This design comes from an exercise in tuning for small area and a short achievable clock period on the open sky130 flow, not from production work. Only simulation tests tie the RTL to the original design; equivalence was not proved. No activity file was given, so power comes from the tool's default toggle rates.

Design if_layer, start of the top module:
module if_layer
(
    input clk,
    input rst,
    input [7:0] spike_in,
    output [1:0] spike_out,
    input [27:0] mem_addr,
    input [31:0] mem_din,
    input mem_wen,
    output [31:0] mem_dout
);
For scale: about 3900 cells after synthesis, about 710 flip-flops, about 110 I/O pins.
==> flow/config.mk <==
export PLATFORM = sky130hd
export DESIGN_NAME = if_layer
export DESIGN_NICKNAME = if_layer
export VERILOG_FILES = /design/flow/design.v
export SDC_FILE = /design/flow/constraint.sdc
export NUM_CORES = 4
export LEC_CHECK = 0
export CAP_MARGIN = 20
export CORE_MARGIN = 2
export CORE_UTILIZATION = 40
export PLACE_DENSITY = 0.6
export SLEW_MARGIN = 20
==> flow/constraint.sdc <==
create_clock -name core_clock -period 12.0 [get_ports {clk}]
set_input_delay 2.4000 -clock core_clock [delete_from_list [all_inputs] [get_ports {clk}]]
set_output_delay 2.4000 -clock core_clock [all_outputs]
set_load 0.01 [all_outputs]
standard.sh (not shown) runs the stock make flow with config.mk's settings and CLKGATE_MAP_FILE= SYNTH_SCRIPT=/design/flow/synth_recipe.tcl, a recipe that flattens the netlist after the stock synthesis.
==> flow/flow/run.sh <==
#!/bin/bash
# Own flow: the standard layout (standard.sh), with a larger setup
# margin for repair_timing so that the layout is optimised beyond the 12 ns
# target. The SDC (clock period, I/O delays, loads) is the standard flow's, unchanged.
set -euo pipefail
bash standard.sh SETUP_SLACK_MARGIN=6.0 CTS_BUF_LIST=sky130_fd_sc_hd__clkbuf_8 finish > standard_flow.log 2>&1
Next try:
==> flow/flow/run.sh (replaced) <==
#!/bin/bash
# Own flow: the standard layout (standard.sh), with a larger setup
# margin for repair_timing so that the layout is optimised beyond the 12 ns
# target. The SDC (clock period, I/O delays, loads) is the standard flow's, unchanged.
set -euo pipefail
bash standard.sh SETUP_SLACK_MARGIN=6.0 finish > standard_flow.log 2>&1
Effect: Worst setup slack got worse by 0.23 ns. Power barely changes. Non-clock buffer count is lower by 55.
Next try:
==> flow/run.sh (new file) <==
#!/bin/bash
# synth_recipe.tcl (not shown) runs the flow's synth.tcl, then flattens the netlist and writes it again
# the make line also repeats each setting of config.mk as NAME=value (left out here)
make -C /OpenROAD-flow-scripts/flow DESIGN_CONFIG=/design/flow/config.mk WORK_HOME=/design/flow/orfs CLKGATE_MAP_FILE= SYNTH_SCRIPT=/design/flow/synth_recipe.tcl finish
- ABC_CLOCK_PERIOD_IN_PS: default -> 3000
- SETUP_SLACK_MARGIN: default -> 5
removed: flow/flow/run.sh
removed: flow/standard.sh
Cell count drops by about 1.4%.
Total power shrinks by about 8%.
Die area does not change.
Routed wire length falls by 2.2%.
Register-to-register slack improved by 0.13 ns.
Next try:
- ABC_CLOCK_PERIOD_IN_PS: 3000 -> default
What happened: The changed run finished clean; clock power stays flat; combinational power stays flat; worst setup slack is unchanged.

========
Setup of v24:
if_layer again, from the RTL that the note above started with.
## if_layer
module if_layer
(
    input clk,
    input rst,
    input [7:0] spike_in,
    output [1:0] spike_out,
    input [27:0] mem_addr,
    input [31:0] mem_din,
    input mem_wen,
    output [31:0] mem_dout
);
export LEC_CHECK = 0
export ABC_AREA = 1
export CAP_MARGIN = 20
export CORE_MARGIN = 2
export CORE_UTILIZATION = 55
export CTS_CLUSTER_DIAMETER = 80
export CTS_CLUSTER_SIZE = 24
export PLACE_DENSITY = 0.72
export SLEW_MARGIN = 20
create_clock -name core_clock -period 12.0 [get_ports {clk}]
==> flow/flow/run.sh <==
#!/bin/bash
# Own flow: the standard synthesis and layout (standard.sh), with one
# netlist clean-up in between: flow/polarity2.py re-chooses the polarity of full adders (self-dual)
# and simple gates (complement or De Morgan dual) to remove inverters. It
# changes no register and no port. repair_timing aims 5.5 ns above the
# (unchanged) 12 ns constraint. Each tool's output goes to a log here.
set -euo pipefail
R=orfs/results/sky130hd/if_layer/base
bash standard.sh synth > synth_standard.log 2>&1
cp $R/1_2_yosys.v 1_2_yosys.standard.v
python3 flow/polarity2.py 1_2_yosys.standard.v $R/1_2_yosys.v > polarity.log 2>&1
rm -f $R/1_synth.odb $R/1_synth.sdc
bash standard.sh SETUP_SLACK_MARGIN=5.5 "BUFFER_PORTS_ARGS=-buffer_cell sky130_fd_sc_hd__buf_2" finish > layout_standard.log 2>&1
Other scripts of this flow, unchanged in this note and not shown: flow/flow/polarity2.py
--- input diff v24..v30 ---
- a change of CORE_UTILIZATION from 55 to 40
- a change of PLACE_DENSITY from 0.72 to 0.6
--- a/flow/flow/run.sh
+++ b/flow/flow/run.sh
@@ -5 +5 @@
-# changes no register and no port. repair_timing aims 5.5 ns above the
+# changes no register and no port. repair_timing aims 6.0 ns above the
@@ -13 +13 @@
-bash standard.sh SETUP_SLACK_MARGIN=5.5 "BUFFER_PORTS_ARGS=-buffer_cell sky130_fd_sc_hd__buf_2" finish > layout_standard.log 2>&1
+bash standard.sh SETUP_SLACK_MARGIN=6.0 "BUFFER_PORTS_ARGS=-buffer_cell sky130_fd_sc_hd__buf_2" finish > layout_standard.log 2>&1
==> run notes <==
v30 gives more worst slack after detailed placement than v24 did. Compared with v24, v30 shows global routing usage on met3 lower by 2.1 points. Placement-stage cell area in v30 is 740 um^2 above v24. The wire length of the first global-routing pass of v30 was inferior to that of v24. v30 -> v24: number of non-clock inverters delta 0, exact match. v30 — part of the total power dissipated in combinational logic 5.8 points higher, v24 as reference. The length in cells of the worst reg-to-reg path on v30 is in line with that on v24.
### v30 -> v5
--- a/flow/flow/run.sh
+++ b/flow/flow/run.sh
@@ -5 +5 @@
-# changes no register and no port. repair_timing aims 6.0 ns above the
+# changes no register and no port. repair_timing aims 5.5 ns above the
@@ -13 +13 @@
-bash standard.sh SETUP_SLACK_MARGIN=6.0 "BUFFER_PORTS_ARGS=-buffer_cell sky130_fd_sc_hd__buf_2" finish > layout_standard.log 2>&1
+bash standard.sh SETUP_SLACK_MARGIN=5.5 "BUFFER_PORTS_ARGS=-buffer_cell sky130_fd_sc_hd__buf_2" finish > layout_standard.log 2>&1
[summary]
On total internal power, v30 loses to v5. Capture point of the worst path: mem_dout[31] -> v5, mem_dout[16] -> v30. Relative to v30, via density per instance decreased by 0.14 in v5. Delta (v5 minus v30): mean routed wirelength per cell saw a decrease; sequential portion of the cell area saw an increase; multi-input logic cell count saw little to no change; final critical path time including I/O delays and setup saw an increase; post-route met1 wirelength saw a decrease. Delta (v5 minus v30): detailed-route wire length lower; detailed placer's ending HPWL now sits lower; met3 demand-to-capacity share in global routing fell by 1.6 points; worst setup slack down 0.17 ns.

[what the ideal ports hide]
No port has a modelled driver above. Below, the same layouts with a new extraction and two added sets of constraints. Step 1 (the two cells are an assumption about what drives the block):
set clk [get_ports {clk}]
set_driving_cell -lib_cell sky130_fd_sc_hd__clkbuf_16 $clk
set_driving_cell -lib_cell sky130_fd_sc_hd__buf_2 [delete_from_list [all_inputs] $clk]
Step 2, shift: input delay + t, output delay - t, t = (earliest + latest rising clock arrival at the registers) / 2. This alone moves slack from input paths to output paths. Slacks: ideal / step 1 / step 2; pairs: ideal / step 1.
| run | t (ns) | setup slack, ns | worst setup path after step 2 | slew at the worst register clock pin (ns) |
|---|---|---|---|---|
| the first run of note 1 | 0.880 | 5.047 / 4.945 / 4.065 | input to register | 0.07 / 0.07 |
| the second run of note 1 | 0.740 | 4.814 / 4.762 / 4.021 | input to register | 0.07 / 0.07 |
| the third run of note 1 | 0.716 | 4.877 / 4.788 / 4.072 | input to register | 0.07 / 0.07 |
| the fourth run of note 1 | 0.716 | 4.877 / 4.788 / 4.072 | input to register | 0.07 / 0.07 |
| v24 | 0.689 | 5.456 / 5.315 / 4.626 | input to register | 0.11 / 0.11 |
| v30 | 0.701 | 5.578 / 5.427 / 4.726 | input to register | 0.11 / 0.11 |
| v5 | 0.716 | 5.412 / 5.363 / 4.647 | input to register | 0.10 / 0.10 |
After both steps setup and hold are still met in every run listed. For the first run of note 1, which loses most, drivers alone change the setup slack by -0.102 ns; drivers and shift together by -0.982 ns.
